What follows belongs to an exercise in optimizing a design on an open flow for small area; a production flow would make more cautious choices.
In this exercise RTL edits were held to simulation tests only and were not proved equivalent to the original.
Power is estimated from default activity; no workload was simulated.

--- design/flow/run.sh ---
#!/bin/bash
# synth_recipe.tcl (not shown) runs the flow's synth.tcl, then flattens the netlist and writes it again
# the make line also repeats each setting of config.mk as NAME=value (left out here)
make -C /OpenROAD-flow-scripts/flow DESIGN_CONFIG=/design/flow/config.mk WORK_HOME=/design/flow/orfs CLKGATE_MAP_FILE= SYNTH_SCRIPT=/design/flow/synth_recipe.tcl finish
--- design/flow/config.mk ---
export PLATFORM = sky130hd
export DESIGN_NAME = digital_lock
export DESIGN_NICKNAME = digital_lock
export VERILOG_FILES = /design/flow/design.v
export SDC_FILE = /design/flow/constraint.sdc
export NUM_CORES = 4
export LEC_CHECK = 0
export CAP_MARGIN = 20
export CORE_MARGIN = 2
export CORE_UTILIZATION = 40
export SLEW_MARGIN = 20
--- design/flow/constraint.sdc ---
create_clock -name core_clock -period 10.0 [get_ports {clk}]
set_input_delay 2.0000 -clock core_clock [delete_from_list [all_inputs] [get_ports {clk}]]
set_output_delay 2.0000 -clock core_clock [all_outputs]
set_load 0.01 [all_outputs]
--- design/flow/design.v ---
module disp_7segment(
input [3:0] in,
output reg [6:0] segment);
always @(in)
casex (in)
	4'd0  : segment = 7'b1000000;
	4'd1  : segment = 7'b1111001;
	4'd2  : segment = 7'b0100100;
	4'd3  : segment = 7'b0110000;
	4'd4  : segment = 7'b0011001;
	4'd5  : segment = 7'b0010010;
	4'd6  : segment = 7'b0000010;
	4'd7  : segment = 7'b1111000;
	4'd8  : segment = 7'b0000000;
	4'd9  : segment = 7'b0010000;
	4'd10 : segment = 7'b0001000;
	4'd11 : segment = 7'b0000011;
	4'd12 : segment = 7'b1000110;
	4'd13 : segment = 7'b0100001;
	4'd14 : segment = 7'b0000110;
	4'd15 : segment = 7'b0001110;
	default : segment = 7'b1111111;
endcase
endmodule
module kypd(
input clk, rst, sample_en,
input [1:0] state,
input [3:0] row,
output [3:0] col,
output done,
output reg [15:0] number
);
reg [15:0] button;
reg [15:0] button_nxt;
reg [2:0] count;
reg [3:0] key;
wire button_released;
assign col[0] = (state == 2'd0) ? 1'b0 : 1'b1;
assign col[1] = (state == 2'd1) ? 1'b0 : 1'b1;
assign col[2] = (state == 2'd2) ? 1'b0 : 1'b1;
assign col[3] = (state == 2'd3) ? 1'b0 : 1'b1;
always @(*)
begin
	button_nxt = button;
	case (state)
		2'd0: begin
			button_nxt[1]  = ~row[0];
			button_nxt[4]  = ~row[1];
			button_nxt[7]  = ~row[2];
			button_nxt[0]  = ~row[3];
		end
		2'd1: begin
			button_nxt[2]  = ~row[0];
			button_nxt[5]  = ~row[1];
			button_nxt[8]  = ~row[2];
			button_nxt[15] = ~row[3];
		end
		2'd2: begin
			button_nxt[3]  = ~row[0];
			button_nxt[6]  = ~row[1];
			button_nxt[9]  = ~row[2];
			button_nxt[14] = ~row[3];
		end
		2'd3: begin
			button_nxt[10] = ~row[0];
			button_nxt[11] = ~row[1];
			button_nxt[12] = ~row[2];
			button_nxt[13] = ~row[3];
		end
	endcase
end
integer k;
always @(*)
begin
	key = 4'd0;
	for (k = 0; k < 16; k = k + 1)
		if (button[k])
			key = k;
end
assign button_released = sample_en & (|button) & ~(|button_nxt);
assign done = count[2];
always @(posedge clk)
begin
	if (rst)
		button <= 16'd0;
	else if (sample_en)
		button <= button_nxt;
end
always @(posedge clk)
begin
	if (rst)
		count <= 3'd0;
	else if (button_released)
		count <= done ? 3'd0 : count + 3'd1;
end
always @(posedge clk)
begin
	if (button_released & ~done)
		number <= {number[11:0], key};
end
endmodule
module input_password(
input clk, rst, sample_en,
input [1:0] state,
input [3:0] row,
output [3:0] col,
output cycle_complete,
output [15:0] code
);
kypd u1 (clk, rst, sample_en, state, row, col, cycle_complete, code);
endmodule
module profiles(
input clk, rst, en, done, write,
input [15:0] password,
input [3:0] selected_profile,
input [3:0] slot,
output valid
);
reg [255:0] ring;
reg [15:0] match;
reg ok;         
reg wpend;      
reg [3:0] wsel;
reg clr;        
wire wnow = wpend & (slot == wsel);
wire [15:0] head = clr ? 16'd0 : wnow ? password : ring[15:0];
wire [15:0] match_at_rise = {match[0], match[15:1]};
assign valid = ~rst & done & ok;
always @(posedge clk)
begin
	ring <= {head, ring[255:16]};
	match <= {head == password, match[15:1]};
end
always @(posedge clk)
begin
	if (rst)
		clr <= 1'b1;
	else if (&slot)
		clr <= 1'b0;
end
always @(posedge clk)
begin
	if (rst)
	begin
		ok <= 1'b1;
		wpend <= 1'b0;
	end
	else
	begin
		if (en & done)
			ok <= ~write & match_at_rise[selected_profile];
		if (en & done & write)
			wpend <= 1'b1;
		else if (wnow)
			wpend <= 1'b0;
	end
end
always @(posedge clk)
begin
	if (en & done & write)
		wsel <= selected_profile;
end
endmodule
module digital_lock(
input clk, rst, add_profile, d3_in,
input [3:0] profile_selected,
input [3:0] row,
output [3:0] col,
output [1:0] high, low,
output valid,
output reg locked,
output [6:0] dis_code0, dis_code1, dis_code2, dis_code3
);
reg [9:0] cnt;
wire div_rise = &cnt[7:0];
wire div_fall = ~cnt[7] & (&cnt[6:0]);
wire [15:0] code;
wire done;
reg disp_on;    
reg zero_seen;  
assign high = 2'b11;
assign low = 2'b00;
always @(posedge clk)
begin
	if (rst)
		cnt <= 10'h080;
	else
		cnt <= cnt + 10'd1;
end
input_password in_pass (clk, rst, div_fall, cnt[9:8], row, col, done, code);
profiles prof (clk, rst, div_rise, done, add_profile, code, profile_selected, cnt[3:0], valid);
wire [15:0] pass_code = disp_on ? code : 16'd0;
disp_7segment disp1 (pass_code[3:0]  , dis_code0);
disp_7segment disp2 (pass_code[7:4]  , dis_code1);
disp_7segment disp3 (pass_code[11:8] , dis_code2);
disp_7segment disp4 (pass_code[15:12], dis_code3);
always @(posedge clk)
begin
	if (rst)
		disp_on <= 1'b0;
	else if (div_rise)
		disp_on <= done;
end
always @(posedge clk)
begin
	if (rst)
	begin
		zero_seen <= ~d3_in;
		locked <= 1'b0;
	end
	else if (div_rise)
	begin
		zero_seen <= ~d3_in;
		locked <= locked | zero_seen;
	end
end
endmodule
==> impl_metrics.ini <==
[sta]
fin_ws_ps = 4940
relSlewSlack_pct = 46.8
finalHoldViolations = 0
fin_crit_ps = 5060
post-route-period-util_pct = 50.6
finalSetupViolCount = 0
drv_slew = 0
worstMarginPinSlew_ps = 797
fin_setup_tns_ps = 0
clock_skew_ps = 13.5
rsz0062_at_grt = false
max_freq_ghz = 0.198

[clocking]
cts_resized = 0
cts-root-buf = clkbuf_16
clock_latency_ps = 540
cts_hold_buf = 0
clk_path_buf_depth = 3
clk_pin_slew_worst_paths_ps = 60
cts_inserted_buffers = 31
post-cts-setup-buffer-count = 0
cts_sinks = 327
tritoncts = built
h-tree-depth = 1

[floorplanning]
die_w_um = 160
initial_core_util_pct = 41.0
die_h_um = 160
pin_count = 50
die_area_mm2 = 0.0255
fp.coreArea_mm2 = 0.0236
num_rows = 56

[placed_design]
placedInstanceArea_mm2 = 0.0104
pre_cts_ws_ps = 4930
gpl.final_weighted_congestion = 0.848
placed_cells = 1110
portBuffers = 45
dp_hpwl_um = 10400

[synthesis]
syn_avg_cell_area_um2 = 12.5
async_flop_share_pct = 0
ys_ff_latch = 327
yosysWarnings = 4
synth_ff_type = dfxtp_1
synth-edff-count = 21
synth.area.top_cells = dfxtp_1 63%, edfxtp_1 6.5%, ha_1 3.4%, mux2i_1 2.7%, nor2_1 2.4%
ys_types = 67
synth_cells = 776
synth_area_mm2 = 0.00968
synth_top_cell_by_area = dfxtp_1
ys_seq_area_share_pct = 69.8
synth.top_cell.area_share_pct = 63.3

[drt]
routedWlPerCell_um = 13.9
dr.pass1.iters = 4
drtIter0Drc = 260
drc = 0
viasPerCell = 4.63
ant_nets = 0
via_count = 5409
wl_um = 16200

[job]
cap_violations = 0

[global_routing]
grt_pass1_vias = 5055
grt_start_max_net_pins = 39
antenna_found_initial = 0
grt.overflow.total = 0
grtUsageTotal_pct = 12.7
grt_first_pass_wirelength_um = 26400

[critical_path]
crit_path_end_kind = primary output
worst_ep_arrival_time_ps = 3060
critPathLaunchType = input port
critPathMaxFanout = 2
worst-setup-path-type = input port to primary output
critPathRequiredTime_ps = 8000

[layout]
final_area_mm2 = 0.0115
num_antenna_cells = 0
final_cell_count_no_fill = 1167
drive_above_1_share_pct = 8.96
syn_to_final_growth_pct = 18.4
fin_nets = 862

[power_and_ir_drop]
ir_drop_v = 0.000151
p_total_uw = 2500
power.density_mw_per_mm2 = 218
leakagePower_uw = 0.00435

[worst_hold_path]
hold_path.class = flop to flop

[status]
status = finished clean
## area by class of cell
type,count,area [µm²]
multi-input combinational,383,2640
sequential,327,6760
inverter,32,120
clock buffer,45,932
timing repair buffer,49,480
fill,2096,12200
tap,319,399
clock inverter,12,126
## final timing paths
path             startpoint  slack (ps)               endpoint  depth (start not counted)
max                     rst        4940                  valid                          3
min reg2reg  prof.ring[162]         320         prof.ring[146]                          0
min          prof.ring[162]         320         prof.ring[146]                          0
max reg2reg          cnt[8]        7390  in_pass.u1.number[13]                          6
## worst max-delay path, stage by stage
cell             delay [ps]
clkdlybuf4s50_1         420
nor2_1                  100
clkdlybuf4s50_1         540
## layout by cell type (no fill, tap or decap), types with 21 or more instances in the layout
cell             instances
dfxtp_1                306
nor2_1                  62
clkdlybuf4s50_1         45
nand2_1                 36
clkbuf_16               34
inv_1                   32
mux2i_1                 26
ha_1                    26
nand2b_1                24
a21oi_1                 23
edfxtp_1                21
## synthesized netlist by cell type (3+ instances only)
library cell	instances
a211oi_1	19
a21oi_1	23
a22o_1	6
a31oi_1	3
and2_1	3
buf_4	5
clkbuf_1	25
dfxtp_1	306
edfxtp_1	21
ha_1	26
inv_1	32
mux2i_1	26
mux4_2	5
nand2_1	36
nand2b_1	24
nand3_1	9
nand4_1	4
nand4b_1	4
nor2_1	62
nor2_2	4
nor2b_1	11
nor3_1	8
nor4_1	10
o2111ai_1	5
o21a_1	3
o21ai_0	17
o21bai_1	3
o22ai_1	8
o311ai_0	3
or2_2	3
or3_1	4
xnor2_1	4
xor2_1	6
## registers in the layout, summed over array words and instances, names as in the netlist
register           count
prof.ring            256
prof.wpend             1
in_pass.u1.count       3
cnt                   10
disp_on                1
prof.clr               1
locked                 1
prof.match            16
in_pass.u1.button     16
zero_seen              1
prof.ok                1
prof.wsel              4
in_pass.u1.number     16
## cell families (layout without fill, tap and decap cells)
kind of cell	count (synthesis)	in the layout	share of synthesized area, %
and+or+nand+nor	200	200	10.9
AOI/OAI and AO/OA	109	109	7.67
xor gates and xnor gates	10	10	0.905
DFF	327	327	69.8
buffers and inverters	68	138	3.01
adders and majority gates	26	26	3.36
muxes	34	34	4.24
other	2	4	0.0776
## routing by layer
layer  GRT usage, %  vias up  share of wire, %
met4           4.50        0               2.8
li1               -     2737                 -
met1           18.3     2547                51
met5              0        -                 0
met3           3.00       32               4.6
met2           18.5       93                42
## metrics by stage
| stage | hold slack [ps] | utilization, % |
|---|---|---|
| 2_1_floorplan | 310 | - |
| 3_3_place_gp | 310 | 44.0 |
| 3_5_place_dp | 312 | 44.0 |
| 4_1_cts | 322 | 48.5 |
| 5_1_grt | 322 | 48.5 |
| 6_report | 320 | 48.5 |
## where the power goes
group | internal (µW) | total (µW) | leakage, µW | switching (µW)
logic | 7.78 | 16.4 | 0.00118 | 8.66
registers | 1320 | 1320 | 0.00265 | 1.57
clock network | 700 | 1170 | 0.000513 | 468

==> separate check: timing with driven ports <==
Ports are ideal in the flow. The routed layout listed here was re-timed in OpenROAD. Step 1 assumes that a clkbuf_16 drives the clock port and a buf_2 every other input. Step 2 also shifts input and output timing later by t, the mid clock arrival at the registers, as if the neighbouring blocks saw the same clock. Three values: ideal ports, drivers, drivers and shift; two values: the first two.
shift t [ns]: 0.583
setup slack, ns: 4.943 / 4.922 / 4.922
worst hold slack (ns): 0.320 / 0.320 / 0.320
worst slew at a driven data input, ns: 0.03
cell pins on the clock port's net: 1
After both steps setup and hold are still met in this run. For this run, drivers alone change the setup slack by -0.021 ns; drivers and shift together by -0.021 ns.
